This is an optimization exercise on Yosys and OpenROAD, whose aim is small area and a short achievable clock period, not a production implementation. Function was checked by simulation only, so behaviour that the tests miss may differ from the original. No activity file was given, so power comes from the tool's default toggle rates.

--- flow/design.v ---
module cam_core #(
  parameter DATA_WIDTH = 32,
  parameter ADDR_WIDTH = 5
  ) (
  input  logic                  clk,
  input  logic                  reset,
  input  logic                  cam_we,
  input  logic [ADDR_WIDTH-1:0] cam_addr,
  input  logic [DATA_WIDTH-1:0] cam_data,
  input  logic                  cam_valid,
  input  logic [DATA_WIDTH-1:0] lookup_data,
  output logic [ADDR_WIDTH-1:0] lookup_addr,
  output logic                  lookup_hit
);
  localparam ADDR_DEPTH = 2**ADDR_WIDTH;
  logic [DATA_WIDTH-1:0] lookup_table [ADDR_DEPTH];
  logic [ADDR_DEPTH-1:0] lookup_valid;
  logic [ADDR_DEPTH-1:0] lookup_hit_onehot;
  logic [ADDR_DEPTH-1:0] lookup_hit_bin;
  always_ff @(posedge clk) begin
    if (cam_we) begin
      lookup_table[cam_addr] <= cam_data;
    end
  end
  always_ff @(posedge clk) begin
    if (reset) begin
      lookup_valid <= '0;
    end else if (cam_we) begin
      lookup_valid[cam_addr] <= cam_valid;
    end
  end
  genvar i;
  generate for (i=0; i<ADDR_DEPTH; i++) begin : lookup_gen
    assign lookup_hit_onehot[i] = {lookup_valid[i],lookup_table[i]} == {1'b1,lookup_data};
  end endgenerate
  always_comb begin
    lookup_hit_bin = 0;
    for (int j=0; j<ADDR_DEPTH; j++) begin
      if (lookup_hit_onehot[j]) begin
        lookup_hit_bin |= j[ADDR_DEPTH-1:0];
      end
    end
  end
  always_ff @(posedge clk) begin
    if (reset) begin
      lookup_addr <= '0;
      lookup_hit  <= 1'b0;
    end else begin
      lookup_addr <= lookup_hit_bin;
      lookup_hit  <= |lookup_hit_onehot;
    end
  end
endmodule
--- flow/run.sh ---
#!/bin/bash
# synth_recipe.tcl (not shown) runs the flow's synth.tcl, then flattens the netlist and writes it again
# the make line also repeats each setting of config.mk as NAME=value (left out here)
make -C /OpenROAD-flow-scripts/flow DESIGN_CONFIG=/design/flow/config.mk WORK_HOME=/design/flow/orfs CLKGATE_MAP_FILE= SYNTH_SCRIPT=/design/flow/synth_recipe.tcl finish
--- flow/config.mk ---
export PLATFORM = sky130hd
export DESIGN_NAME = cam_core
export DESIGN_NICKNAME = cam_core
export VERILOG_FILES = /design/flow/design.v
export SDC_FILE = /design/flow/constraint.sdc
export NUM_CORES = 4
export LEC_CHECK = 0
export CAP_MARGIN = 20
export CORE_MARGIN = 2
export CORE_UTILIZATION = 50
export PLACE_DENSITY = 0.65
export SLEW_MARGIN = 20
--- flow/constraint.sdc ---
create_clock -name core_clock -period 3.2 [get_ports {clk}]
set_input_delay 0.6400 -clock core_clock [delete_from_list [all_inputs] [get_ports {clk}]]
set_output_delay 0.6400 -clock core_clock [all_outputs]
set_load 0.01 [all_outputs]
==> results.py, run 1 <==
metrics = {
    "run_status": {
        "result_of_the_run": "no timing/DRC/antenna violations",
    },
    "final_layout": {
        "final_design_area_no_fill_mm2": 0.0528,
        "nFillCells": 6755,
        "final_nets": 3193,
        "multi_input_area_mm2": 0.0125,
        "post_layout_nonfiller_instances": 4377,
        "layout_commonest_cell": "edfxtp_1",
        "drive_above_1_share_pct": 16.5,
        "layout_common_cells": "1024 x edfxtp_1, 809 x xnor2_1, 213 x xor2_1",
        "layout-area-overhead-vs-synth_pct": 17.6,
        "seqCellArea_mm2": 0.0315,
    },
    "clock_network": {
        "ctsHoldBuffers": 0,
        "insertion_delay_ns": 0.68,
        "tritoncts_clock_tree": "yes",
        "clock_sink_count": 1062,
        "cts_post_setup_buffers_inserted": 0,
        "postCtsResizedCells": 0,
        "path_clk_slew_ns": 0.06,
        "clock_tree.htree_level_count": 3,
        "clk_path_buf_depth": 3,
        "clock_root_buffer": "clkbuf_16",
        "tritoncts.num_buffers": 109,
    },
    "sta": {
        "setup_repair_after_global_routing_missed_its_margin": "no",
        "hold_viol_final": 0,
        "skew_ns": 0.0218,
        "worst-slew-pin-transition_ns": 1.12,
        "maxSlewViolCount": 0,
        "clock.fmax_ghz": 0.371,
        "finalCriticalPeriod_ns": 2.70,
        "final_min_period_over_clock_period_pct": 84.3,
        "max-slew-margin-rel_pct": 25.3,
        "hold_slack_ns": 0.384,
        "setup_viol": 0,
    },
    "synthesis": {
        "synth.avg_cell_area_um2": 16.0,
        "mapped_nets": 2888,
        "yosys_register_bits": 1062,
        "netlist_area_mm2": 0.0449,
        "yosysTopAreaCell": "edfxtp_1",
        "synth_cells": 2811,
        "synth.distinct_cells": 47,
        "synth-warning-count": 1,
        "post_synth_main_area_contributors": "edfxtp_1 68%, xnor2_1 16%, xor2_1 4.2%, nand4_1 2.7%, dfxtp_1 1.7%",
        "sequential_share_of_the_synthesized_area_pct": 70.2,
        "synth_top_area_share_pct": 68.5,
    },
    "floorplan": {
        "die_footprint_mm2": 0.0922,
        "die_w_um": 304,
        "die_height_um": 304,
        "pin_count": 79,
        "placeableCoreArea_mm2": 0.0886,
        "std_cell_rows": 109,
        "floorplan.initialDensity_pct": 50.7,
    },
    "critical_path": {
        "cp_cell_sequence": "buf_2, buf_4, xnor2_1, nand4_1, nor4_1, buf_4, nand4_1, o41ai_1, buf_4, nor3_1, a21oi_1",
        "crit_family": "compound AO/OA/AOI/OAI gates",
        "critPathArrivalTime_ns": 3.28,
        "critPathMostFrequentCell": "buf_4",
        "critical-path-max-stage-delay_ns": 0.80,
        "crit_path_max_fanout": 9,
        "worst_path_max_delay_cell": "o41ai_1",
        "worstPathBufferInverterCount": 4,
        "critPathCaptureType": "register",
        "worst-endpoint-required_ns": 3.78,
        "critPathLaunchType": "input pin",
        "critPathKind": "in2reg",
    },
    "pwr": {
        "irDropWorstVdd_mv": 0.463,
        "intPower_mw": 23.7,
        "power.net_switching_mw": 7.07,
        "clkPwrFrac_pct": 41.7,
        "power_density_mw_per_mm2": 583,
        "design_power_total_mw": 30.8,
        "power.combinational.fraction_pct": 8.1,
        "seqPwrFrac_pct": 50.2,
        "leakage_nw": 16.6,
        "switching_share_pct": 22.9,
    },
    "global_routing": {
        "via_count_of_the_first_global_routing_pass": 25922,
        "pin_count_of_the_biggest_net_entering_global_routing": 39,
        "grtUsageTotal_pct": 32.6,
        "global_route.overflow_total": 0,
        "grt_first_pass_wirelength_um": 207000,
        "grt_antenna_before_repair": 20,
    },
    "routing": {
        "routed_wl_um": 151000,
        "routedWlPerCell_um": 34.5,
        "drt_pass1_iterations": 6,
        "drtAntennaViolNets": 0,
        "drc": 0,
        "drt_iter0_markers": 4035,
        "detail_route.vias_per_cell": 6.13,
        "detailroute.via_count": 26850,
    },
    "place": {
        "io_buffer_count": 78,
        "dp_hpwl_um": 93000,
        "dpl_cell_area_mm2": 0.0492,
        "dp.cells": 4169,
        "globalplace.congestion": 0.950,
    },
    "job": {
        "max_cap_viols": 0,
    },
    "hold_path": {
        "hold_path.class": "in2reg",
    },
}
kinds of logic (layout without fill, tap and decap cells):
| logic type | count (synthesis) | after routing | synth area share [%] |
|---|---|---|---|
| AOI/OAI and AO/OA | 43 | 43 | 0.789 |
| xor gates and xnor gates | 1024 | 1024 | 20.0 |
| adders and majority gates | 4 | 4 | 0.111 |
| buffers and inverters | 148 | 548 | 2.25 |
| DFF | 1062 | 1062 | 70.2 |
| muxes | 14 | 14 | 0.312 |
| other | 0 | 1 | 0 |
| and+or+nand+nor | 516 | 516 | 6.36 |
Yosys cell counts, drive strengths merged:
master and number:
a222oi 1, nand2b 1, o22ai 1, xor2 213, or4 3, nor4b 1
o41ai 7, nor3 33, or3 1, nand3 54, and4b 1, o21ai 4
nor2 83, xnor2 811, clkbuf 9, nand2 37, and3 17, nor2b 1
edfxtp 1024, buf 132, a41oi 1, mux2i 14, nand3b 4, a22oi 16
or3b 2, or4b 1, nor3b 1, o31ai 1, o41a 2, o21bai 1
nor4 81, o2111ai 2, nand4 195, a21oi 6, a2111o 1, ha 4
inv 7, dfxtp 38
stage by stage:
step | setup TNS, ns | utilization, % | setup slack (ns)
finish | 0 | 59.6 | 0.502
global route | 0 | 59.6 | 0.500
CTS | 0 | 59.5 | 0.600
detailed placement | -0.231 | 55.5 | -0.107
global placement | -0.192 | 55.5 | -0.0684
floorplan | -4.07 | - | -0.0318
path summary, 6_finish.rpt:
kind                                    startpoint                   to  slack, ns  cells after the start
worst max-delay path               lookup_data[19]       lookup_addr[3]       0.50                     11
worst min-delay path                   cam_data[1]  lookup_table[19][1]       0.38                      1
worst max register to register  lookup_table[9][2]       lookup_addr[3]       0.57                      9
worst min register to register    lookup_valid[10]     lookup_valid[10]       0.55                      2
power by group through the flow:
stage               Clock (mW)  Combinational [mW]  Sequential (mW)
global placement             0                2.41             15.8
detailed placement           0                2.43             15.8
finish                    12.9                2.48             15.5
global route              13.5                2.54             15.5
CTS                       13.0                2.45             15.5
floorplan                    0                1.13             15.8
layout make-up:
class	count	area share, %
timing repair buffer	335	7.09
clock buffer	138	5.59
multi-input combinational	1601	23.6
antenna	1	0.00474
sequential	1062	59.7
tap	1165	2.76
inverter	7	0.0497
clock inverter	68	1.24
flip-flops by register name, summed over array words and instances (netlist names):
signal / cells
lookup_table: 1024
lookup_valid: 32
lookup_addr: 5
lookup_hit: 1
routing by layer:
metal / up-vias / wire [µm] / global-route usage [%]
met3: 343 / 15600 / 5.35
met4: 6 / 7190 / 13.7
li1: 10872 / - / -
met2: 1751 / 70700 / 52.2
met5: - / 30 / 0
met1: 13878 / 57400 / 44.5
==> run 2: changes to the inputs <==
--- a/flow/config.mk
+++ b/flow/config.mk
@@ -7,6 +7,7 @@
 export LEC_CHECK = 0
 export CAP_MARGIN = 20
 export CORE_MARGIN = 2
-export CORE_UTILIZATION = 50
-export PLACE_DENSITY = 0.65
+export CORE_UTILIZATION = 65
+export PLACE_DENSITY = 0.75
+export SETUP_SLACK_MARGIN = 1.3
 export SLEW_MARGIN = 20
==> results.py, run 2 <==
metrics = {
    "sta": {
        "hold_viol_final": 0,
        "worst-slew-pin-transition_ns": 1.15,
        "clock.fmax_ghz": 0.421,
        "final_min_period_over_clock_period_pct": 74.2,
        "setup_viol": 0,
        "finalSetupTns_ns": 0,
        "hold_slack_ns": 0.254,
        "maxSlewViolCount": 0,
        "finalCriticalPeriod_ns": 2.38,
        "setup_repair_after_global_routing_missed_its_margin": "yes",
        "skew_ns": 0.0152,
        "max-slew-margin-rel_pct": 23.4,
    },
    "synthesis": {
        "postSynth.topFlopCell": "edfxtp_1",
        "netlist_area_mm2": 0.0449,
        "yosys_register_bits": 1062,
        "synth-edff-count": 1024,
        "sequential_share_of_the_synthesized_area_pct": 70.2,
        "synth_top_area_share_pct": 68.5,
        "ys_top_cells_by_count": "1024 x edfxtp_1, 809 x xnor2_1, 213 x xor2_1",
        "mapped_nets": 2888,
        "synth.avg_cell_area_um2": 16.0,
        "synth_async_sr_flop_share_pct": 0,
        "synth_most_common_cell": "edfxtp_1",
        "post_synth_main_area_contributors": "edfxtp_1 68%, xnor2_1 16%, xor2_1 4.2%, nand4_1 2.7%, dfxtp_1 1.7%",
        "synth-warning-count": 1,
        "synth.distinct_cells": 47,
        "yosysTopAreaCell": "edfxtp_1",
        "synth_cells": 2811,
    },
    "global_routing": {
        "global_route.overflow_total": 0,
        "grt_first_pass_wirelength_um": 199000,
        "grtUsageTotal_pct": 41.0,
        "grt_antenna_before_repair": 10,
        "pin_count_of_the_biggest_net_entering_global_routing": 40,
        "via_count_of_the_first_global_routing_pass": 26313,
    },
    "routing": {
        "drt_pass1_iterations": 5,
        "detail_route.vias_per_cell": 6.66,
        "detailroute.via_count": 27307,
        "routedWlPerCell_um": 35.3,
        "drc": 0,
        "routed_wl_um": 145000,
        "drt_iter0_markers": 4414,
        "drtAntennaViolNets": 0,
    },
    "hold_path": {
        "min_path_cells": 1,
        "hold_path.class": "in2reg",
    },
    "place": {
        "io_buffer_count": 78,
        "globalplace.congestion": 0.958,
        "dp_hpwl_um": 84000,
    },
    "critical_path": {
        "worst_path_max_delay_cell": "or4_4",
        "reg2reg_depth": 9,
        "critPathKind": "reg2reg",
        "critPathLaunchType": "register",
        "crit_family": "simple AND/OR/NAND/NOR gates",
        "critical-path-max-stage-delay_ns": 0.63,
        "critical_path_depth_in_cells": 9,
        "crit_path_max_fanout": 2,
        "worstPathBufferInverterCount": 2,
        "critPathMostFrequentCell": "buf_4",
        "critPathCaptureType": "register",
        "worst-endpoint-required_ns": 3.79,
        "critPathArrivalTime_ns": 2.96,
        "rrSetupSlack_ns": 0.82,
        "cp_cell_sequence": "xor2_1, nor4_2, buf_4, nand4_1, or4_4, o2111ai_4, buf_4, nor2_1, a21oi_1",
    },
    "clock_network": {
        "insertion_delay_ns": 0.67,
        "clk_path_buf_depth": 3,
        "clock_sink_count": 1062,
        "path_clk_slew_ns": 0.07,
        "tritoncts_clock_tree": "yes",
        "tritoncts.num_buffers": 107,
        "clock_root_buffer": "clkbuf_16",
        "clock_tree.htree_level_count": 3,
    },
    "pwr": {
        "irDropWorstVdd_mv": 0.498,
        "seqPwrFrac_pct": 50.2,
        "clkPwrFrac_pct": 41.6,
        "power.net_switching_mw": 6.98,
        "power.combinational.fraction_pct": 8.2,
        "intPower_mw": 23.9,
        "leakage_nw": 16.8,
        "switching_share_pct": 22.6,
        "power_density_mw_per_mm2": 580,
    },
    "final_layout": {
        "largest_register_ff_count": 1024,
        "registers.top_by_ff_count": "lookup_table",
        "reg.largest.list": "lookup_table: 1024 flops, lookup_valid: 32 flops, lookup_addr: 5 flops",
        "nFillCells": 3862,
        "layout_common_cells": "1024 x edfxtp_1, 807 x xnor2_1, 209 x xor2_1",
        "final_nets": 3201,
        "layout_commonest_cell": "edfxtp_1",
        "drive_above_1_share_pct": 19.2,
        "layout-area-overhead-vs-synth_pct": 18.4,
    },
    "floorplan": {
        "pin_count": 79,
        "placeableCoreArea_mm2": 0.0685,
        "floorplan.initialDensity_pct": 65.6,
        "die_footprint_mm2": 0.0712,
        "die_w_um": 267,
        "die_height_um": 267,
        "std_cell_rows": 96,
    },
    "job": {
        "max_cap_viols": 0,
    },
    "run_status": {
        "result_of_the_run": "no timing/DRC/antenna violations",
    },
}
==> run 2: cell counts after synthesis <==
No cell type changed its count.
==> run 2: stage by stage <==
step                utilization [%]  cells  total power, mW  setup WS (ns)  instance area, µm²
floorplan                         -   2811             16.9          0.839               45200
global placement               70.9   3860             18.0         0.0704               48500
detailed placement             70.9   3861             18.1         0.0864               48600
CTS                            76.9   4076             30.7          0.868               52700
global route                   77.6   4095             31.4          0.795               53200
finish                         77.6   4099             30.8          0.824               53200
==> run 2: per-layer routing <==
layer | global-route usage (%) | share of wire (%)
met5 | 0 | 0.041
met4 | 18.3 | 5.1
met3 | 8.88 | 14
met2 | 63.0 | 46
met1 | 57.1 | 35
==> run 2: layout make-up <==
class	instances	area [µm²]	area share, %
Antenna cell	4	10.0	0.0188
Clock buffer	128	2840	5.35
Timing Repair Buffer	345	3750	7.06
Sequential cell	1062	31500	59.3
Tap cell	882	1100	2.08
Clock inverter	70	733	1.38
Inverter	7	43.8	0.0824
Multi-Input combinational cell	1601	13200	24.8
==> run 2: what timing repair did <==
action | 4_1_cts | 5_1_grt
pin swaps | 20 | 37
buffers inserted | 15 | 17
hold endpoints to repair | 0 | 0
hold buffers | 0 | 0
cloned | 2 | 2
endpoints found under the setup margin | 1029 | 87
gates resized for setup | 110 | 59
==> run 2: cells by family after synthesis <==
| kind of cell | count (synthesis) | share of synthesized area (%) |
|---|---|---|
| and+or+nand+nor | 516 | 6.36 |
| adders and majority gates | 4 | 0.111 |
| muxes | 14 | 0.312 |
| DFF | 1062 | 70.2 |
| xor gates and xnor gates | 1024 | 20.0 |
| buffers and inverters | 148 | 2.25 |
| AOI/OAI and AO/OA | 43 | 0.789 |
==> run 2: path summary, 6_finish.rpt <==
kind	from	endpoint
min reg2reg	lookup_valid[9]	lookup_valid[9]
max	lookup_table[29][30]	lookup_addr[4]
max reg2reg	lookup_table[29][30]	lookup_addr[4]
min	cam_data[31]	lookup_table[22][31]
==> run 2: power groups by stage <==
stage / logic, mW / clock network, mW / registers (mW)
after floorplan: 1.15 / 0 / 15.8
after global placement: 2.26 / 0 / 15.8
after detailed placement: 2.30 / 0 / 15.8
after CTS: 2.39 / 12.8 / 15.5
after global routing: 2.58 / 13.4 / 15.5
final: 2.54 / 12.8 / 15.5
==> run 3: changes to the inputs <==
--- a/flow/config.mk
+++ b/flow/config.mk
@@ -8,6 +8,8 @@
 export CAP_MARGIN = 20
 export CORE_MARGIN = 2
 export CORE_UTILIZATION = 65
+export CTS_CLUSTER_DIAMETER = 80
+export CTS_CLUSTER_SIZE = 30
 export PLACE_DENSITY = 0.75
 export SETUP_SLACK_MARGIN = 1.3
 export SLEW_MARGIN = 20
==> results.py, run 3 <==
metrics = {
    "floorplan": {
        "pin_count": 79,
        "die_height_um": 267,
        "die_w_um": 267,
        "placeableCoreArea_mm2": 0.0685,
        "floorplan.initialDensity_pct": 65.6,
        "std_cell_rows": 96,
        "die_footprint_mm2": 0.0712,
    },
    "synthesis": {
        "synth_top_area_share_pct": 68.5,
        "postSynth.topFlopCell": "edfxtp_1",
        "synth.distinct_cells": 47,
        "synth_most_common_cell": "edfxtp_1",
        "synth_async_sr_flop_share_pct": 0,
        "ys_top_cells_by_count": "1024 x edfxtp_1, 809 x xnor2_1, 213 x xor2_1",
        "yosysTopAreaCell": "edfxtp_1",
        "synth.avg_cell_area_um2": 16.0,
        "post_synth_main_area_contributors": "edfxtp_1 68%, xnor2_1 16%, xor2_1 4.2%, nand4_1 2.7%, dfxtp_1 1.7%",
        "mapped_nets": 2888,
        "netlist_area_mm2": 0.0449,
        "sequential_share_of_the_synthesized_area_pct": 70.2,
        "yosys_register_bits": 1062,
        "synth-warning-count": 1,
        "synth-edff-count": 1024,
        "synth_cells": 2811,
    },
    "place": {
        "globalplace.congestion": 0.958,
        "dp_hpwl_um": 84000,
        "dpl_cell_area_mm2": 0.0486,
        "io_buffer_count": 78,
        "post-place-ws_ns": 0.0864,
    },
    "job": {
        "max_cap_viols": 0,
    },
    "global_routing": {
        "grtUsageTotal_pct": 40.2,
        "grt_first_pass_wirelength_um": 194000,
        "via_count_of_the_first_global_routing_pass": 25235,
        "global_route.overflow_total": 0,
        "pin_count_of_the_biggest_net_entering_global_routing": 40,
        "grt_antenna_before_repair": 9,
    },
    "final_layout": {
        "registers.top_by_ff_count": "lookup_table",
        "layout-area-overhead-vs-synth_pct": 12.8,
        "layout_commonest_cell": "edfxtp_1",
        "drive_above_1_share_pct": 16.3,
        "layout_common_cells": "1024 x edfxtp_1, 807 x xnor2_1, 210 x xor2_1",
        "largest_register_ff_count": 1024,
        "final_nets": 3121,
        "final_design_area_no_fill_mm2": 0.0506,
        "reg.largest.list": "lookup_table: 1024 flops, lookup_valid: 32 flops, lookup_addr: 5 flops",
    },
    "critical_path": {
        "critPathMostFrequentCell": "nand4_1",
        "rrSetupSlack_ns": 0.89,
        "cp_cell_sequence": "xor2_1, nor4_2, buf_4, nand4_1, or4_4, nand4_1, nor3_1, a21oi_1",
        "critical-path-max-stage-delay_ns": 0.64,
        "critPathArrivalTime_ns": 2.89,
        "crit_path_max_fanout": 2,
        "critPathCaptureType": "register",
        "crit_family": "simple AND/OR/NAND/NOR gates",
        "reg2reg_depth": 8,
        "worst-endpoint-required_ns": 3.78,
        "worstPathBufferInverterCount": 1,
        "critPathLaunchType": "register",
        "critPathKind": "reg2reg",
        "timing.rr.start": "lookup_table[29][30]",
        "worst_path_max_delay_cell": "or4_4",
        "worstReg2RegEnd": "lookup_addr[2]",
    },
    "clock_network": {
        "clk_path_buf_depth": 3,
        "ctsHoldBuffers": 0,
        "tritoncts_clock_tree": "yes",
        "insertion_delay_ns": 0.65,
        "path_clk_slew_ns": 0.12,
        "clock_sink_count": 1062,
        "tritoncts.num_buffers": 44,
        "clock_tree.htree_level_count": 2,
        "clock_root_buffer": "clkbuf_16",
    },
    "hold_path": {
        "timing.hold.worst.start": "cam_data[24]",
        "min_path_cells": 1,
        "hold-path-endpoint": "lookup_table[5][24]",
        "hold_path.class": "in2reg",
    },
    "sta": {
        "maxSlewViolCount": 0,
        "final_min_period_over_clock_period_pct": 72.3,
        "finalSetupTns_ns": 0,
        "skew_ns": 0.0320,
        "worst-slew-pin-transition_ns": 1.12,
        "setup_viol": 0,
        "timing.final.ws_setup_ns": 0.886,
        "hold_viol_final": 0,
        "setup_repair_after_global_routing_missed_its_margin": "yes",
        "finalCriticalPeriod_ns": 2.31,
        "max-slew-margin-rel_pct": 25.7,
        "hold_slack_ns": 0.261,
        "clock.fmax_ghz": 0.432,
    },
    "routing": {
        "met2RoutedLength_um": 64900,
        "drc": 0,
        "routed_wl_um": 140000,
        "routed_length_on_met1_um": 50000,
        "routedWlPerCell_um": 35.5,
        "detail_route.vias_per_cell": 6.71,
        "routed.top_layer": "met5",
        "detailroute.via_count": 26519,
        "drt_iter0_markers": 4287,
        "wl_met3_um": 19200,
        "drtAntennaViolNets": 0,
        "drt_pass1_iterations": 5,
    },
    "pwr": {
        "clkPwrFrac_pct": 28.3,
        "power.net_switching_mw": 5.99,
        "seqPwrFrac_pct": 61.8,
        "power.combinational.fraction_pct": 9.9,
        "power_density_mw_per_mm2": 494,
        "intPower_mw": 19.0,
        "switching_share_pct": 24.0,
        "irDropWorstVdd_mv": 0.585,
        "leakage_nw": 15.6,
    },
    "run_status": {
        "result_of_the_run": "no timing/DRC/antenna violations",
    },
}
## run 3: worst max path at each step
stage	from	to	depth (start not counted)
global route	lookup_data[14]	lookup_hit	11
detailed placement	lookup_data[22]	lookup_hit	10
floorplan	cam_addr[1]	lookup_valid[26]	9
global placement	lookup_data[13]	lookup_hit	10
finish	lookup_table[29][30]	lookup_addr[2]	8
CTS	lookup_table[29][4]	lookup_addr[4]	9
## run 3: area by class of cell
cell class | instances | area [µm²]
multi-input combinational | 1601 | 13100
clock buffer | 54 | 1160
sequential | 1062 | 31500
antenna | 2 | 5.00
timing repair buffer | 328 | 3570
fill | 4188 | 17800
clock inverter | 17 | 179
tap | 882 | 1100
inverter | 7 | 43.8
## run 3: cells by family (layout without fill, tap and decap cells)
group                    after synthesis  in the layout  synth area share [%]
multiplexers                          14             14                 0.312
XOR/XNOR                            1024           1024                  20.0
buffers and inverters                148            406                  2.25
adder cells (fa/ha/maj)                4              4                 0.111
AND/OR/NAND/NOR                      516            516                  6.36
other                                  0              2                     0
AO/OA/AOI/OAI                         43             43                 0.789
flip-flops                          1062           1062                  70.2
## run 3: metrics by stage
stage | total power [mW] | util, % | cells
finish | 25.0 | 74.0 | 3953
global route | 25.5 | 74.0 | 3951
CTS | 24.9 | 73.7 | 3947
detailed placement | 18.1 | 70.9 | 3861
global placement | 18.0 | 70.9 | 3860
floorplan | 16.9 | - | 2811
## run 3: what timing repair did
item	in CTS	in global routing
resized for setup	105	44
endpoints found under the setup margin	1032	54
pin swaps	18	13
setup buffers	13	4
cloned	2	0
## run 3: per-layer routing
metal / track usage [%] / up-vias
met4: 13.8 / 4
met3: 8.15 / 343
met1: 56.7 / 13475
met2: 63.1 / 2059
li1: - / 10638
met5: 0 / -
## run 3: power groups by stage
stage               registers [mW]  clock network [mW]  logic (mW)
floorplan                     15.8                   0        1.15
global placement              15.8                   0        2.26
detailed placement            15.8                   0        2.30
CTS                           15.4                7.06        2.38
global route                  15.5                7.49        2.53
finish                        15.4                7.07        2.48
## run 3: worst reg2reg max path, delay by kind of cell (launching register included)
kind / cells / cell delay, ns
DFF: 1 / 0.41
and+or+nand+nor: 5 / 1.36
AOI/OAI and AO/OA: 1 / 0.16
buffers and inverters: 1 / 0.16
xor gates and xnor gates: 1 / 0.17
==> run 4: changes to the inputs <==
==> flow/design.v (replaced) <==
module cam_xnor2 (input logic a, b, output logic y);
  assign y = ~(a ^ b);
endmodule
module cam_nand4 (input logic a, b, c, d, output logic y);
  assign y = ~(a & b & c & d);
endmodule
module cam_nor4 (input logic a, b, c, d, output logic y);
  assign y = ~(a | b | c | d);
endmodule
module cam_nand3 (input logic a, b, c, output logic y);
  assign y = ~(a & b & c);
endmodule
module cam_nor2 (input logic a, b, output logic y);
  assign y = ~(a | b);
endmodule
module cam_match (
  input  logic [31:0] entry,
  input  logic        valid,
  input  logic [31:0] key,
  output logic        miss
);
  logic [31:0] eq;
  logic [7:0]  ne4;
  logic [1:0]  eq16;
  genvar j;
  generate
    for (j=0; j<32; j++) begin : bit_gen
      cam_xnor2 u_x (.a(entry[j]), .b(key[j]), .y(eq[j]));
    end
    for (j=0; j<8; j++) begin : n4_gen
      cam_nand4 u_n (.a(eq[4*j]), .b(eq[4*j+1]), .c(eq[4*j+2]), .d(eq[4*j+3]), .y(ne4[j]));
    end
    for (j=0; j<2; j++) begin : h_gen
      cam_nor4 u_h (.a(ne4[4*j]), .b(ne4[4*j+1]), .c(ne4[4*j+2]), .d(ne4[4*j+3]), .y(eq16[j]));
    end
  endgenerate
  cam_nand3 u_m (.a(eq16[0]), .b(eq16[1]), .c(valid), .y(miss));
endmodule
module cam_or16 (
  input  logic [15:0] miss,
  input  logic        reset,
  output logic        y
);
  logic [3:0] any4;
  logic       none;
  genvar j;
  generate for (j=0; j<4; j++) begin : g_gen
    cam_nand4 u_a (.a(miss[4*j]), .b(miss[4*j+1]), .c(miss[4*j+2]), .d(miss[4*j+3]), .y(any4[j]));
  end endgenerate
  cam_nor4 u_n (.a(any4[0]), .b(any4[1]), .c(any4[2]), .d(any4[3]), .y(none));
  cam_nor2 u_r (.a(none), .b(reset), .y(y));
endmodule
module cam_or32 (
  input  logic [31:0] miss,
  input  logic        reset,
  output logic        y
);
  logic [7:0] any4;
  logic [1:0] none;
  genvar j;
  generate
    for (j=0; j<8; j++) begin : g_gen
      cam_nand4 u_a (.a(miss[4*j]), .b(miss[4*j+1]), .c(miss[4*j+2]), .d(miss[4*j+3]), .y(any4[j]));
    end
    for (j=0; j<2; j++) begin : n_gen
      cam_nor4 u_n (.a(any4[4*j]), .b(any4[4*j+1]), .c(any4[4*j+2]), .d(any4[4*j+3]), .y(none[j]));
    end
  endgenerate
  logic both_none;
  assign both_none = none[0] & none[1];
  cam_nor2 u_r (.a(both_none), .b(reset), .y(y));
endmodule
module cam_core #(
  parameter DATA_WIDTH = 32,
  parameter ADDR_WIDTH = 5
  ) (
  input  logic                  clk,
  input  logic                  reset,
  input  logic                  cam_we,
  input  logic [ADDR_WIDTH-1:0] cam_addr,
  input  logic [DATA_WIDTH-1:0] cam_data,
  input  logic                  cam_valid,
  input  logic [DATA_WIDTH-1:0] lookup_data,
  output logic [ADDR_WIDTH-1:0] lookup_addr,
  output logic                  lookup_hit
);
  localparam ADDR_DEPTH = 2**ADDR_WIDTH;
  logic [DATA_WIDTH-1:0] lookup_table [ADDR_DEPTH];
  logic [ADDR_DEPTH-1:0] lookup_valid;
  logic [ADDR_DEPTH-1:0] lookup_miss;
  logic [ADDR_WIDTH-1:0] lookup_addr_d;
  logic                  lookup_hit_d;
  always_ff @(posedge clk) begin
    if (cam_we) begin
      lookup_table[cam_addr] <= cam_data;
    end
  end
  always_ff @(posedge clk) begin
    if (reset) begin
      lookup_valid <= '0;
    end else if (cam_we) begin
      lookup_valid[cam_addr] <= cam_valid;
    end
  end
  genvar i, k;
  generate for (i=0; i<ADDR_DEPTH; i++) begin : lookup_gen
    cam_match u_match (
      .entry(lookup_table[i]), .valid(lookup_valid[i]), .key(lookup_data),
      .miss(lookup_miss[i])
    );
  end endgenerate
  generate for (k=0; k<ADDR_WIDTH; k++) begin : enc_gen
    logic [15:0] sel;
    for (i=0; i<16; i++) begin : sel_gen
      localparam int IDX = ((i >> k) << (k+1)) | (1 << k) | (i & ((1 << k) - 1));
      assign sel[i] = lookup_miss[IDX];
    end
    cam_or16 u_or (.miss(sel), .reset(reset), .y(lookup_addr_d[k]));
  end endgenerate
  cam_or32 u_hit (.miss(lookup_miss), .reset(reset), .y(lookup_hit_d));
  always_ff @(posedge clk) begin
    lookup_addr <= lookup_addr_d;
    lookup_hit  <= lookup_hit_d;
  end
endmodule
--- a/flow/config.mk
+++ b/flow/config.mk
@@ -8,8 +8,7 @@
 export CAP_MARGIN = 20
 export CORE_MARGIN = 2
 export CORE_UTILIZATION = 65
-export CTS_CLUSTER_DIAMETER = 80
-export CTS_CLUSTER_SIZE = 30
 export PLACE_DENSITY = 0.75
-export SETUP_SLACK_MARGIN = 1.3
+export SETUP_SLACK_MARGIN = 1.4
 export SLEW_MARGIN = 20
+export SYNTH_HIERARCHICAL = 1
==> results.py, run 4 <==
metrics = {
    "run_status": {
        "result_of_the_run": "no timing/DRC/antenna violations",
    },
    "pwr": {
        "clkPwrFrac_pct": 40.7,
        "power_density_mw_per_mm2": 558,
        "leakage_nw": 16.5,
        "switching_share_pct": 21.7,
        "design_power_total_mw": 30.0,
        "seqPwrFrac_pct": 51.5,
        "intPower_mw": 23.5,
        "irDropWorstVdd_mv": 0.620,
        "power.combinational.fraction_pct": 7.8,
        "power.net_switching_mw": 6.52,
    },
    "synthesis": {
        "netlist_area_mm2": 0.0445,
        "synth_top_area_share_pct": 69.1,
        "yosys_register_bits": 1062,
        "sequential_share_of_the_synthesized_area_pct": 70.8,
        "post_synth_main_area_contributors": "edfxtp_1 69%, xnor2_1 20%, nand4_1 4.0%, nor4_2 2.0%, dfxtp_1 1.7%",
        "synth_async_sr_flop_share_pct": 0,
        "synth-edff-count": 1024,
        "yosysTopAreaCell": "edfxtp_1",
        "synth_cells": 2667,
        "synth-warning-count": 7,
        "synth.distinct_cells": 44,
        "postSynth.topFlopCell": "edfxtp_1",
        "mapped_nets": 2744,
        "synth.avg_cell_area_um2": 16.7,
        "ys_top_cells_by_count": "1024 x edfxtp_1, 1024 x xnor2_1, 285 x nand4_1",
    },
    "critical_path": {
        "critPathArrivalTime_ns": 2.74,
        "critical-path-max-stage-delay_ns": 0.47,
        "critPathKind": "in2reg",
        "worstPathBufferInverterCount": 3,
        "critPathLaunchType": "input pin",
        "worst_path_max_delay_cell": "nor4_4",
        "critPathCaptureType": "register",
        "crit_path_max_fanout": 7,
        "cp_cell_sequence": "buf_6, buf_12, buf_6, xnor2_1, nand4_1, nor4_4, nand3_2, nand4_1, nor4_2, and2_1, nor2_1",
        "crit_family": "simple AND/OR/NAND/NOR gates",
        "worst-endpoint-required_ns": 3.78,
    },
    "floorplan": {
        "die_w_um": 266,
        "pin_count": 79,
        "floorplan.initialDensity_pct": 65.9,
        "die_footprint_mm2": 0.0706,
        "std_cell_rows": 95,
        "placeableCoreArea_mm2": 0.0675,
        "die_height_um": 266,
    },
    "sta": {
        "finalCriticalPeriod_ns": 2.16,
        "final_min_period_over_clock_period_pct": 67.5,
        "setup_repair_after_global_routing_missed_its_margin": "yes",
        "worst-slew-pin-transition_ns": 1.04,
        "finalSetupTns_ns": 0,
        "max-slew-margin-rel_pct": 30.4,
        "setup_viol": 0,
        "maxSlewViolCount": 0,
        "clock.fmax_ghz": 0.463,
        "skew_ns": 0.0237,
        "hold_viol_final": 0,
    },
    "clock_network": {
        "tritoncts_clock_tree": "yes",
        "clock_sink_count": 1062,
        "tritoncts.num_buffers": 104,
        "path_clk_slew_ns": 0.06,
        "clock_root_buffer": "clkbuf_16",
        "clock_tree.htree_level_count": 3,
        "ctsHoldBuffers": 0,
        "insertion_delay_ns": 0.66,
        "clk_path_buf_depth": 3,
    },
    "routing": {
        "drtAntennaViolNets": 0,
        "drt_iter0_markers": 2801,
        "drc": 0,
        "drt_pass1_iterations": 5,
        "routed_wl_um": 121000,
        "detailroute.via_count": 25729,
        "detail_route.vias_per_cell": 6.36,
        "routedWlPerCell_um": 29.8,
    },
    "final_layout": {
        "reg.largest.list": "lookup_table: 1024 flops, lookup_valid: 32 flops, lookup_addr: 5 flops",
        "largest_register_ff_count": 1024,
        "antenna_cells": 0,
        "layout-area-overhead-vs-synth_pct": 20.9,
        "final_nets": 3166,
        "drive_above_1_share_pct": 20.1,
        "layout_common_cells": "1024 x edfxtp_1, 1014 x xnor2_1, 285 x nand4_1",
        "layout_commonest_cell": "edfxtp_1",
        "registers.top_by_ff_count": "lookup_table",
        "post_layout_nonfiller_instances": 4046,
    },
    "global_routing": {
        "grtUsageTotal_pct": 33.7,
        "global_route.overflow_total": 0,
        "grt_antenna_before_repair": 2,
        "via_count_of_the_first_global_routing_pass": 25488,
        "grt_first_pass_wirelength_um": 168000,
        "pin_count_of_the_biggest_net_entering_global_routing": 33,
    },
    "hold_path": {
        "hold_path.class": "reg2reg",
    },
    "place": {
        "dp.cells": 3766,
        "dp_hpwl_um": 64100,
        "io_buffer_count": 78,
        "globalplace.congestion": 0.957,
    },
    "job": {
        "max_cap_viols": 0,
    },
}
## run 4: cell count changes in the layout (fill, tap and decap cells not counted), moves of 28 or more
cell,before,now
nand3_1,50,16
xnor2_1,807,1014
xor2_1,210,0
nand4_1,195,285
buf_2,62,33
nor4_2,15,49
clkbuf_16,45,115
buf_12,91,63
nor4_1,66,0
## run 4: worst paths after layout
check | from | to | depth (start not counted) | slack, ns
setup / recovery | lookup_data[20] | lookup_hit | 11 | 1.04
hold / removal | lookup_valid[10] | lookup_valid[10] | 2 | 0.49
setup reg to reg | lookup_table[13][18] | lookup_hit | 8 | 1.14
hold reg to reg | lookup_valid[10] | lookup_valid[10] | 2 | 0.49
## run 4: through the flow
step / hold slack, ns / worst slack, ns / util (%) / area, µm²
5_1_grt: 0.507 / 1.06 / 79.6 / 53800
6_report: 0.491 / 1.04 / 79.6 / 53800
2_1_floorplan: 0.435 / 0.901 / - / 45000
4_1_cts: 0.476 / 1.22 / 78.6 / 53100
3_5_place_dp: 0.448 / 0.166 / 71.8 / 48400
3_3_place_gp: 0.447 / 0.227 / 71.8 / 48400
## run 4: metal layers
metal	share of wire, %	up-vias	GRT usage (%)
li1	-	10943	-
met1	37	13080	45.5
met2	47	1465	53.2
met3	12	237	8.42
met4	3.7	4	13.9
met5	0.077	-	0.832
## run 4: kinds of logic after synthesis
family	count (synthesis)	synth area share [%]
xor gates and xnor gates	1026	20.2
muxes	8	0.180
and+or+nand+nor	476	7.29
adders and majority gates	4	0.112
buffers and inverters	27	0.256
AOI/OAI and AO/OA	64	1.11
DFF	1062	70.8
## run 4: area by class of cell
type	instances	area, µm²
clock buffer	124	2720
multi-input combinational	1579	13800
inverter	8	51.3
fill	3607	13700
timing repair buffer	334	3950
clock inverter	66	679
sequential	1062	31500
tap	873	1090
## run 4: worst reg2reg max path, cell delays in order, from the launching register on
cell	delay [ns]
edfxtp_1	0.38
xnor2_1	0.18
nand4_1	0.24
nor4_4	0.47
nand3_2	0.20
nand4_1	0.15
nor4_2	0.06
and2_1	0.16
nor2_1	0.15
## run 4: power groups by stage
stage	Combinational (mW)	Sequential, mW	Clock [mW]
after floorplan	0.903	15.8	0
after global placement	1.95	15.8	0
after detailed placement	2.02	15.8	0
after CTS	2.20	15.5	12.3
after global routing	2.44	15.5	12.9
final	2.34	15.5	12.2
## run 4: per-module statistics from Yosys (local to each module, per instance), excerpt
module / cell area [µm²] / flip-flops and latches / cells
cam_nand3: 5.00 / 0 / 1
cam_core: 32700 / 1062 / 1249
cam_or32: 6.26 / 0 / 1
cam_nor4: 12.5 / 0 / 1
cam_nand4: 6.26 / 0 / 1
cam_xnor2: 8.76 / 0 / 1
cam_nor2: 3.75 / 0 / 1
## run 4: repair_timing
action,4_1_cts,5_1_grt
buffers inserted,23,39
pin swaps,41,22
endpoints found under the setup margin,1068,417
resized for setup,138,45
cloned,18,10
==> run 5: changes to the inputs <==
--- a/flow/design.v
+++ b/flow/design.v
@@ -12,6 +12,9 @@
 endmodule
 module cam_nor2 (input logic a, b, output logic y);
   assign y = ~(a | b);
+endmodule
+module cam_hold (input logic q, d, we, we_n, output logic y);
+  assign y = (we & d) | (we_n & q);
 endmodule
 module cam_match (
   input  logic [31:0] entry,
@@ -90,11 +93,19 @@
   logic [ADDR_DEPTH-1:0] lookup_miss;
   logic [ADDR_WIDTH-1:0] lookup_addr_d;
   logic                  lookup_hit_d;
-  always_ff @(posedge clk) begin
-    if (cam_we) begin
-      lookup_table[cam_addr] <= cam_data;
+  logic [ADDR_DEPTH-1:0] wsel, wsel_n;
+  genvar i, k;
+  generate for (i=0; i<ADDR_DEPTH; i++) begin : store_gen
+    logic [DATA_WIDTH-1:0] nxt;
+    assign wsel[i]   = cam_we & (cam_addr == i);
+    assign wsel_n[i] = ~wsel[i];
+    for (k=0; k<DATA_WIDTH; k++) begin : bit_gen
+      cam_hold u_h (.q(lookup_table[i][k]), .d(cam_data[k]), .we(wsel[i]), .we_n(wsel_n[i]), .y(nxt[k]));
     end
-  end
+    always_ff @(posedge clk) begin
+      lookup_table[i] <= nxt;
+    end
+  end endgenerate
   always_ff @(posedge clk) begin
     if (reset) begin
       lookup_valid <= '0;
@@ -102,7 +113,6 @@
       lookup_valid[cam_addr] <= cam_valid;
     end
   end
-  genvar i, k;
   generate for (i=0; i<ADDR_DEPTH; i++) begin : lookup_gen
     cam_match u_match (
       .entry(lookup_table[i]), .valid(lookup_valid[i]), .key(lookup_data),
--- a/flow/config.mk
+++ b/flow/config.mk
@@ -8,6 +8,8 @@
 export CAP_MARGIN = 20
 export CORE_MARGIN = 2
 export CORE_UTILIZATION = 65
+export CTS_CLUSTER_DIAMETER = 80
+export CTS_CLUSTER_SIZE = 25
 export PLACE_DENSITY = 0.75
 export SETUP_SLACK_MARGIN = 1.4
 export SLEW_MARGIN = 20
==> results.py, run 5 <==
metrics = {
    "routing": {
        "drc": 0,
        "detail_route.vias_per_cell": 7.08,
        "detailroute.via_count": 35980,
        "drtAntennaViolNets": 0,
        "drt_pass1_iterations": 7,
        "drt_iter0_markers": 4247,
        "routedWlPerCell_um": 30.5,
        "routed_wl_um": 155000,
    },
    "pwr": {
        "intPower_mw": 23.0,
        "switching_share_pct": 28.7,
        "power.combinational.fraction_pct": 22.3,
        "clkPwrFrac_pct": 23.0,
        "power.net_switching_mw": 9.26,
        "design_power_total_mw": 32.3,
        "irDropWorstVdd_mv": 0.606,
        "power_density_mw_per_mm2": 622,
        "seqPwrFrac_pct": 54.7,
        "leakage_nw": 20.2,
    },
    "synthesis": {
        "post_synth_main_area_contributors": "dfxtp_1 49%, xnor2_1 21%, a22o_1 21%, nand4_1 4.1%, nor4_2 2.0%",
        "post_synth_mux_area_share_pct": 0.459,
        "synth_cells": 3729,
        "synth_compound_gate_area_share_pct": 21.2,
        "synth-warning-count": 9,
        "synth.distinct_cells": 34,
        "synth-edff-count": 0,
        "synth.avg_cell_area_um2": 11.6,
        "sequential_share_of_the_synthesized_area_pct": 49.0,
        "netlist_area_mm2": 0.0433,
        "synth_most_common_cell": "dfxtp_1",
        "yosys_register_bits": 1062,
        "ys_top_cells_by_count": "1062 x dfxtp_1, 1025 x xnor2_1, 1024 x a22o_1",
        "synth_simple_gate_area_share_pct": 7.86,
        "synth-adder-area-share_pct": 0.173,
        "synth_async_sr_flop_share_pct": 0,
        "synth_top_family_by_area": "compound AO/OA/AOI/OAI gates",
        "synth_xor_xnor_area_share_pct": 20.7,
        "synth_top_area_share_pct": 49.0,
        "yosysTopAreaCell": "dfxtp_1",
        "mapped_nets": 3808,
        "postSynth.topFlopCell": "dfxtp_1",
    },
    "final_layout": {
        "layout_common_cells": "1062 x dfxtp_1, 1024 x a22o_1, 999 x xnor2_1",
        "layout-area-overhead-vs-synth_pct": 19.6,
        "largest_register_ff_count": 1024,
        "final_design_area_no_fill_mm2": 0.0519,
        "post_layout_nonfiller_instances": 5082,
        "drive_above_1_share_pct": 17.4,
        "layout.core_utilization_pct": 78.7,
        "registers.top_by_ff_count": "lookup_table",
        "final_nets": 4286,
        "reg.largest.list": "lookup_table: 1024 flops, lookup_valid: 32 flops, lookup_addr: 5 flops",
        "antenna_cells": 0,
        "layout_commonest_cell": "dfxtp_1",
        "nFillCells": 4093,
    },
    "floorplan": {
        "die_height_um": 262,
        "floorplan.initialDensity_pct": 65.8,
        "std_cell_rows": 94,
        "die_w_um": 262,
        "pin_count": 79,
        "die_footprint_mm2": 0.0688,
        "placeableCoreArea_mm2": 0.0659,
    },
    "sta": {
        "skew_ns": 0.0270,
        "clock.fmax_ghz": 0.484,
        "hold_viol_final": 0,
        "setup_viol": 0,
        "final_min_period_over_clock_period_pct": 64.5,
        "finalSetupTns_ns": 0,
        "hold_slack_ns": 0.472,
        "max-slew-margin-rel_pct": 17.7,
        "timing.final.ws_setup_ns": 1.14,
        "worst-slew-pin-transition_ns": 1.23,
        "maxSlewViolCount": 0,
        "setup_repair_after_global_routing_missed_its_margin": "yes",
        "finalCriticalPeriod_ns": 2.06,
    },
    "place": {
        "dp_hpwl_um": 88800,
        "io_buffer_count": 78,
        "globalplace.congestion": 0.922,
        "post-place-ws_ns": 0.0664,
        "dpl_cell_area_mm2": 0.0476,
        "dp.cells": 4875,
    },
    "critical_path": {
        "reg2reg_depth": 8,
        "worst-endpoint-required_ns": 3.78,
        "timing.critical_path.to": "lookup_hit",
        "worstReg2RegEnd": "lookup_hit",
        "critPathCaptureType": "register",
        "rrSetupSlack_ns": 1.16,
        "timing.rr.start": "lookup_table[20][23]",
        "worst_setup_path_startpoint": "lookup_data[11]",
        "critPathLaunchType": "input pin",
        "crit_path_max_fanout": 7,
        "critPathArrivalTime_ns": 2.65,
        "critPathKind": "in2reg",
    },
    "hold_path": {
        "hold_path.class": "reg2reg",
    },
    "clock_network": {
        "clk_path_buf_depth": 3,
        "tritoncts.num_buffers": 49,
        "clock_sink_count": 1062,
        "clock_tree.htree_level_count": 2,
        "path_clk_slew_ns": 0.10,
        "insertion_delay_ns": 0.66,
        "clock_root_buffer": "clkbuf_16",
        "tritoncts_clock_tree": "yes",
    },
    "run_status": {
        "result_of_the_run": "no timing/DRC/antenna violations",
    },
    "global_routing": {
        "global_route.overflow_total": 0,
        "grtUsageTotal_pct": 42.0,
        "pin_count_of_the_biggest_net_entering_global_routing": 34,
        "grt_antenna_before_repair": 2,
        "grt_first_pass_wirelength_um": 222000,
        "via_count_of_the_first_global_routing_pass": 34805,
    },
    "job": {
        "max_cap_viols": 0,
    },
}
[run 5: timing repair]
action / in CTS / in global routing
cloned: 17 / 11
endpoints found under the setup margin: 1068 / 519
hold endpoints to repair: 0 / 0
pin swaps: 55 / 91
hold buffers: 0 / 0
buffers inserted: 62 / 55
resized for setup: 208 / 95
[run 5: final cells by class]
cell class / count / area (µm²) / area share, %
clock buffer: 55 / 1290 / 2.49
clock inverter: 7 / 131 / 0.253
inverter: 36 / 265 / 0.512
multi-input combinational: 2621 / 23200 / 44.7
sequential: 1062 / 21300 / 41.0
tap: 864 / 1080 / 2.08
timing repair buffer: 434 / 4650 / 8.96
timing repair inverter: 3 / 22.5 / 0.0434
[run 5: critical path, cell delays in order]
cell and delay, ns:
buf_12 0.11, buf_12 0.14, buf_16 0.17, buf_4 0.15, xnor2_1 0.14, nand4_1 0.14
nor4_2 0.24, buf_4 0.21, nand3_1 0.07, buf_4 0.18, nand4_1 0.12, nor4_2 0.06
and2_4 0.16, nor2_4 0.09
[run 5: power by group through the flow]
stage | sequential [mW] | combinational [mW] | clock [mW]
detailed placement | 17.8 | 6.47 | 0
floorplan | 17.4 | 4.79 | 0
global route | 17.9 | 7.58 | 7.81
CTS | 17.6 | 6.84 | 7.40
global placement | 17.6 | 6.15 | 0
finish | 17.7 | 7.19 | 7.41
[run 5: how the worst min path moves through the flow]
stage | start | to | slack [ns] | cells past startpoint
floorplan | lookup_valid[2] | lookup_valid[2] | 0.44 | 2
global placement | lookup_valid[6] | lookup_valid[6] | 0.45 | 2
detailed placement | lookup_valid[6] | lookup_valid[6] | 0.46 | 2
CTS | lookup_valid[6] | lookup_valid[6] | 0.47 | 2
global route | lookup_valid[6] | lookup_valid[6] | 0.49 | 2
finish | lookup_valid[6] | lookup_valid[6] | 0.47 | 2
[run 5: modules after synthesis (local to each module, per instance), a selection]
module / cells / flops+latches / copies in the design
cam_nand3: 1 / 0 / 32
cam_nand4: 1 / 0 / 284
cam_nor2: 1 / 0 / 6
cam_core: 1287 / 1062 / 1
cam_or32: 1 / 0 / 1
cam_nor4: 1 / 0 / 71
[run 5: logic make-up (layout without fill, tap and decap cells)]
family,after synthesis,in the layout
simple gates,511,519
fa+ha+maj,6,6
mux,18,18
xor+xnor,1026,1026
flops,1062,1062
buf+inv,54,535
compound gates,1052,1052
[run 5: routing by layer]
metal / global-route usage [%] / vias up / part of all wire (%) / routed length [µm]
li1: - / 15173 / - / -
met1: 55.2 / 17862 / 38 / 58900
met2: 66.2 / 2412 / 45 / 69300
met3: 6.96 / 529 / 11 / 17000
met4: 22.9 / 4 / 6.4 / 9870
met5: 0 / - / 0.014 / 22

[afterwards: timing with drivers on the ports]
No port has a modelled driver above. Below, the same layouts with a new extraction and two added sets of constraints.
Step 1: set_driving_cell puts a clkbuf_16 on clk and a buf_2 on each other input, an assumption about the parent block.
Step 2 also shifts input and output timing later by t, the mid clock arrival at the registers, as if the neighbouring blocks saw the same clock.
a / b / c = ideal ports / drivers / drivers and shift; a / b = the first two.
run | t (ns) | setup WS [ns] | worst slew at a driven data input, ns | cell pins on the clock port's net
run 1 | 0.738 | 0.502 / 0.544 / -0.194 | 0.14 | 1
run 2 | 0.725 | 0.824 / 0.824 / 0.220 | 0.15 | 1
run 3 | 0.702 | 0.886 / 0.886 / 0.232 | 0.16 | 1
run 4 | 0.717 | 1.041 / 1.066 / 0.349 | 0.05 | 1
run 5 | 0.714 | 1.136 / 1.136 / 0.422 | 0.12 | 1
Met with ideal ports but missed after step 2: setup timing in run 1. The setup slack of run 5, which loses most, moves by 0.000 ns with the drivers and by -0.714 ns with both steps.
